What follows belongs to an exercise in optimizing a design on an open flow for small area, a short achievable clock period and few clock cycles; a production flow would make more cautious choices.
Where RTL was checked, it was by simulation tests only, not by an equivalence proof against the original.

==> flow/design.v (excerpt) <==
module fir_single_chan (
  input clk,
  input rst,
  output logic [15:0] data_addr_rd_o,
  output logic [15:0] data_addr_wr_o,
  input  logic [15:0] data_din_i,
  output logic [15:0] data_dout_o,
  output logic        data_we_o,
  output logic        done_intr
);
For scale: roughly 1200 cells after synthesis, ~250 flip-flops, roughly 68 I/O pins, ~13000 um^2 of cells after synthesis.
Settings: LEC_CHECK=0, CAP_MARGIN=20, CORE_MARGIN=2, CORE_UTILIZATION=40, PLACE_DENSITY=0.6, SLEW_MARGIN=20; clock period 5.5 ns.
run.sh (not shown) runs the stock make flow with config.mk's settings and CLKGATE_MAP_FILE= SYNTH_SCRIPT=/design/flow/synth_recipe.tcl, a recipe that flattens the netlist after the stock synthesis.
Then changed:
- ABC_CLOCK_PERIOD_IN_PS: unset -> 2000
- SETUP_SLACK_MARGIN: unset -> 3.0
Effect:
- The changed run produced a clean layout
- cell area increases by 4.6%
- maximum frequency rises by 9.1%
- critical path depth went down by 2
- via count went up by 1.7%
- area after synthesis is unchanged
- die area is unchanged
- count of clock-buffer cells in the layout fell by 3
Function was not checked in any run of this note: the RTL went through the layout flow alone.

---

Another version of the RTL of fir_single_chan (not shown whole).
For scale: roughly 1100 cells after synthesis, roughly 320 flip-flops, about 68 I/O pins, roughly 13000 um^2 of cells after synthesis.
export LEC_CHECK = 0
export CAP_MARGIN = 20
export CORE_MARGIN = 2
export CORE_UTILIZATION = 40
export CTS_BUF_LIST = sky130_fd_sc_hd__clkbuf_8
export CTS_CLUSTER_DIAMETER = 80
export CTS_CLUSTER_SIZE = 16
export PLACE_DENSITY = 0.6
export SETUP_SLACK_MARGIN = 3.2
export SLEW_MARGIN = 20
create_clock -name core_clock -period 5.5 [get_ports {clk}]
standard.sh (not shown) runs the stock make flow with config.mk's settings and CLKGATE_MAP_FILE= SYNTH_SCRIPT=/design/flow/synth_recipe.tcl, a recipe that flattens the netlist after the stock synthesis.
==> flow/flow/run.sh <==
#!/bin/bash
# Own layout flow: the standard ORFS flow (standard.sh, standard synthesis), with the
# ports buffered by plain buffers instead of the delay cells buffer_ports picks by default,
# and sizing not held to the cells' footprints. Each tool's output goes to a log here.
set -uo pipefail
bash standard.sh \
  'BUFFER_PORTS_ARGS=-buffer_cell sky130_fd_sc_hd__buf_4' \
  MATCH_CELL_FOOTPRINT=0 \
  finish > flow_make.log 2>&1
status=$?
cp -r orfs/logs flow_logs 2>/dev/null || true
exit $status
Testbench counts at the start, summed over its fixed seeds: cycles 262,196.
Next try:
--- a/flow/flow/run.sh
+++ b/flow/flow/run.sh
@@ -5,5 +5,5 @@
 set -uo pipefail
 bash standard.sh \
-  'BUFFER_PORTS_ARGS=-buffer_cell sky130_fd_sc_hd__buf_4' \
+  'BUFFER_PORTS_ARGS=-buffer_cell sky130_fd_sc_hd__buf_2' \
   MATCH_CELL_FOOTPRINT=0 \
   finish > flow_make.log 2>&1
Effect:
- worst setup slack gets better by 0.048 ns
- die area stays the same
- wire length barely changes
- final area goes down by 0.53%
Next try:
--- a/flow/flow/run.sh
+++ b/flow/flow/run.sh
@@ -5,5 +5,5 @@
 set -uo pipefail
 bash standard.sh \
-  'BUFFER_PORTS_ARGS=-buffer_cell sky130_fd_sc_hd__buf_2' \
+  'BUFFER_PORTS_ARGS=-buffer_cell sky130_fd_sc_hd__buf_4' \
   MATCH_CELL_FOOTPRINT=0 \
   finish > flow_make.log 2>&1
- CORE_UTILIZATION: 40 -> 55
- CTS_BUF_LIST: sky130_fd_sc_hd__clkbuf_8 -> sky130_fd_sc_hd__clkbuf_16
- CTS_CLUSTER_DIAMETER: 80 -> 100
- CTS_CLUSTER_SIZE: 16 -> 22
- PLACE_DENSITY: 0.6 -> 0.7
=> Clock-buffer cell count drops by 4. Synthesized area does not change. Core utilization climbs by 18 points. Via count climbs by 1.3%. Cell count drops by 7.5%. Final area climbs by 1.0%.
Next try:
- CORE_UTILIZATION: 55 -> 40
- PLACE_DENSITY: 0.7 -> 0.6
- SETUP_SLACK_MARGIN: 3.2 -> 3.5
Effect: Design area went up by 11%. Synthesized area is unchanged. Wire length went up by 9.6%. Fmax went up by 3.4%. Sequential share of layout area went down by 3.1 points. First-iteration DRC count went up by 27%.

---

Another version of the RTL of fir_single_chan (not shown whole).
For scale: about 320 flip-flops, about 68 I/O pins, roughly 0.013 mm2 of cells after synthesis.
Settings: LEC_CHECK=0, CAP_MARGIN=20, CORE_MARGIN=2, CORE_UTILIZATION=40, CTS_BUF_LIST=sky130_fd_sc_hd__clkbuf_16, CTS_CLUSTER_DIAMETER=100, CTS_CLUSTER_SIZE=22, PLACE_DENSITY=0.6, SETUP_SLACK_MARGIN=3.2, SLEW_MARGIN=20; clock period 5.5 ns.
==> flow/flow/run.sh <==
#!/bin/bash
# Own layout flow: the standard ORFS flow (standard.sh, standard synthesis), with the
# ports buffered by plain buffers instead of the delay cells buffer_ports picks by default,
# and sizing not held to the cells' footprints. Each tool's output goes to a log here.
set -uo pipefail
bash standard.sh \
  'BUFFER_PORTS_ARGS=-buffer_cell sky130_fd_sc_hd__buf_2' \
  MATCH_CELL_FOOTPRINT=0 \
  finish > flow_make.log 2>&1
status=$?
cp -r orfs/logs flow_logs 2>/dev/null || true
exit $status
The first run passed the timing, design-rule and antenna checks.
Testbench counts at the start, summed over its fixed seeds: cycles 262,196.
Change:
- CTS_BUF_LIST: sky130_fd_sc_hd__clkbuf_16 -> sky130_fd_sc_hd__clkbuf_8
- CTS_CLUSTER_DIAMETER: 100 -> 80
- CTS_CLUSTER_SIZE: 22 -> 16
- PLACE_DENSITY: 0.6 -> 0.7
Result: Register-to-register slack got worse by 160 ps; wire length increases by 3.7%; synthesized cell count does not change; via count climbs by about 4.4%; sequential cell count does not change; worst setup slack gets worse by 160 ps.

---

build 68:
fir_single_chan, a different RTL version from the one above (not shown whole).
For scale: ~1300 cells after synthesis, ~320 flip-flops, roughly 68 I/O pins, about 14000 µm² of cells after synthesis.
Settings: LEC_CHECK=0, CAP_MARGIN=20, CORE_MARGIN=2, CORE_UTILIZATION=40, CTS_BUF_LIST=sky130_fd_sc_hd__clkbuf_16, CTS_CLUSTER_DIAMETER=100, CTS_CLUSTER_SIZE=22, PLACE_DENSITY=0.6, SETUP_SLACK_MARGIN=3.4, SLEW_MARGIN=20; clock period 5.5 ns.
==> flow/flow/run.sh <==
#!/bin/bash
# Own layout flow: the standard ORFS flow (standard.sh, standard synthesis), with the
# ports buffered by plain buffers instead of the delay cells buffer_ports picks by default,
# and sizing not held to the cells' footprints. Each tool's output goes to a log here.
set -uo pipefail
bash standard.sh \
  'BUFFER_PORTS_ARGS=-buffer_cell sky130_fd_sc_hd__buf_4' \
  MATCH_CELL_FOOTPRINT=0 \
  finish > flow_make.log 2>&1
status=$?
cp -r orfs/logs flow_logs 2>/dev/null || true
exit $status
Relative to build 68, the following input files were edited for build 61:
Settings: a change of CTS_BUF_LIST from sky130_fd_sc_hd__clkbuf_16 to sky130_fd_sc_hd__clkbuf_8; a change of CTS_CLUSTER_DIAMETER from 100 to 80; a change of CTS_CLUSTER_SIZE from 22 to 16; an added GPL_TIMING_DRIVEN of 1; a change of SETUP_SLACK_MARGIN from 3.4 to 3.2.
## What came out
- The flow did not stop early for build 61: all stages ran, and the layout cleared the timing, design-rule and antenna checks.
- From build 68 to build 61 the numbers moved as follows: global placer's final weighted congestion shows a reduction of 5.5%, fmax went down by 2.8%, slew at the pin closest to its max-slew limit went down 0.043 ns, first-iteration DRC count has decreased.
- Compared with build 68, build 61 shows a higher clock latency at the later pin of the worst-skew pair.
- Compared with build 68, in build 61 routed wire length on met2 decreased by about 8% relative to the old numbers; final cell count decreased by about 3.3% relative to the old numbers; cell area after layout decreased by 8.0% relative to the old numbers.
Input-level comparison between build 93 and build 61:
Settings: changing CTS_BUF_LIST from sky130_fd_sc_hd__clkbuf_8 to sky130_fd_sc_hd__clkbuf_16; removing GPL_TIMING_DRIVEN (formerly 1); changing CTS_CLUSTER_DIAMETER from 80 to 100; changing CTS_CLUSTER_SIZE from 16 to 22.
### Flow results
Per the comparison of build 93 with build 61, average via count per standard cell did not really move; cell count did not really move; setup slack of the most critical reg-to-reg path did not really move; fmax went down; part of the cycle the worst path needs did not really move. Against build 61, build 93 reports a final worst setup slack that is lower.
### build 93 -> build 34
Settings: swapping sky130_fd_sc_hd__clkbuf_16 for sky130_fd_sc_hd__clkbuf_8 in CTS_BUF_LIST; swapping 100 for 80 in CTS_CLUSTER_DIAMETER; swapping 22 for 16 in CTS_CLUSTER_SIZE.
==> comparison <==
On layout overhead on the synthesized area, the lower figure sits with build 34, not build 93. Compared with build 93, build 34 ends up with less cell area. Sequential share of layout area came out higher on build 34 than on build 93. [build 34] layout net count rose 5 relative to build 93. Build 34 reports a higher worst setup slack than build 93 does.
Input-level comparison between build 53 and build 34:
Settings: CTS_CLUSTER_SIZE: 16 -> 22; CTS_BUF_LIST: sky130_fd_sc_hd__clkbuf_8 -> sky130_fd_sc_hd__clkbuf_16; CTS_CLUSTER_DIAMETER: 80 -> 100.
==> flow/flow/run.sh <==
#!/bin/bash
# Own layout flow: the standard ORFS flow (standard.sh, standard synthesis), with the
# ports buffered by plain buffers (buf_2 on inputs, buf_4 on outputs) instead of the delay
# cells buffer_ports picks by default, and sizing not held to the cells' footprints.
# Each tool's output goes to a log here.
set -uo pipefail
here=$(pwd)
bash standard.sh \
  "PRE_GLOBAL_PLACE_TCL=$here/flow/pre_gpl.tcl" \
  'BUFFER_PORTS_ARGS=-outputs -buffer_cell sky130_fd_sc_hd__buf_4' \
  MATCH_CELL_FOOTPRINT=0 \
  finish > flow_make.log 2>&1
status=$?
cp -r orfs/logs flow_logs 2>/dev/null || true
exit $status
==> flow/flow/pre_gpl.tcl (new file) <==
# Buffer the input ports with small buffers before the standard buffer_ports call,
# which BUFFER_PORTS_ARGS limits to the outputs.
buffer_ports -inputs -buffer_cell sky130_fd_sc_hd__buf_2
--- outcome ---
Build 53: met3 usage in global routing lower than build 34. On area growth from synthesis to layout, build 34 and build 53 are neck and neck. Looking at via count across build 34 and build 53, the one that comes out lower is build 53. [compare] base=build 34 new=build 53: aggregate routed wire length now sits at about the same level, sequential share of layout area now sits lower, worst hold slack now sits lower. Comparing build 34 and build 53, the lower worst-case setup margin in the final layout is on build 53.
No functional check of the RTL was part of any run of this note.

[afterwards: timing with drivers on the ports]
No port has a modelled driver above. Below, the same layouts with a new extraction and two added sets of constraints. Step 1 assumes that a clkbuf_16 drives the clock port and a buf_2 every other input. Step 2 moves the port delays by t, midway between the first and last clock arrival at a register: inputs arrive t later, outputs are due t later. That takes back most of the time a late clock gives input paths. Slacks: no drivers / after step 1 / after step 2; pairs: no drivers / after step 1.
| run | t (ns) | setup slack, ns | latest minus earliest clock arrival (ns) |
|---|---|---|---|
| the first run of note 1 | 0.566 | 0.515 / 0.515 / 0.515 | 0.013 / 0.014 |
| the second run of note 1 | 0.579 | 0.931 / 0.931 / 0.931 | 0.021 / 0.021 |
| the first run of note 2 | 0.593 | 3.229 / 3.218 / 3.107 | 0.022 / 0.023 |
| the second run of note 2 | 0.583 | 3.277 / 3.238 / 3.112 | 0.017 / 0.018 |
| the third run of note 2 | 0.550 | 3.198 / 3.198 / 3.134 | 0.020 / 0.021 |
| the fourth run of note 2 | 0.544 | 3.275 / 3.275 / 3.119 | 0.012 / 0.012 |
| the first run of note 3 | 0.558 | 3.272 / 3.220 / 3.137 | 0.018 / 0.019 |
| the second run of note 3 | 0.588 | 3.115 / 3.115 / 3.115 | 0.014 / 0.014 |
| build 68 | 0.554 | 3.258 / 3.258 / 3.258 | 0.022 / 0.022 |
| build 61 | 0.599 | 3.193 / 3.193 / 3.193 | 0.035 / 0.035 |
| build 93 | 0.555 | 3.184 / 3.184 / 3.184 | 0.025 / 0.026 |
| build 34 | 0.599 | 3.193 / 3.193 / 3.193 | 0.035 / 0.035 |
| build 53 | 0.552 | 3.157 / 3.157 / 3.157 | 0.018 / 0.018 |
After both steps every run listed still meets setup and hold. For the second run of note 2, which loses most, drivers alone change the setup slack by -0.039 ns; drivers and shift together by -0.165 ns.
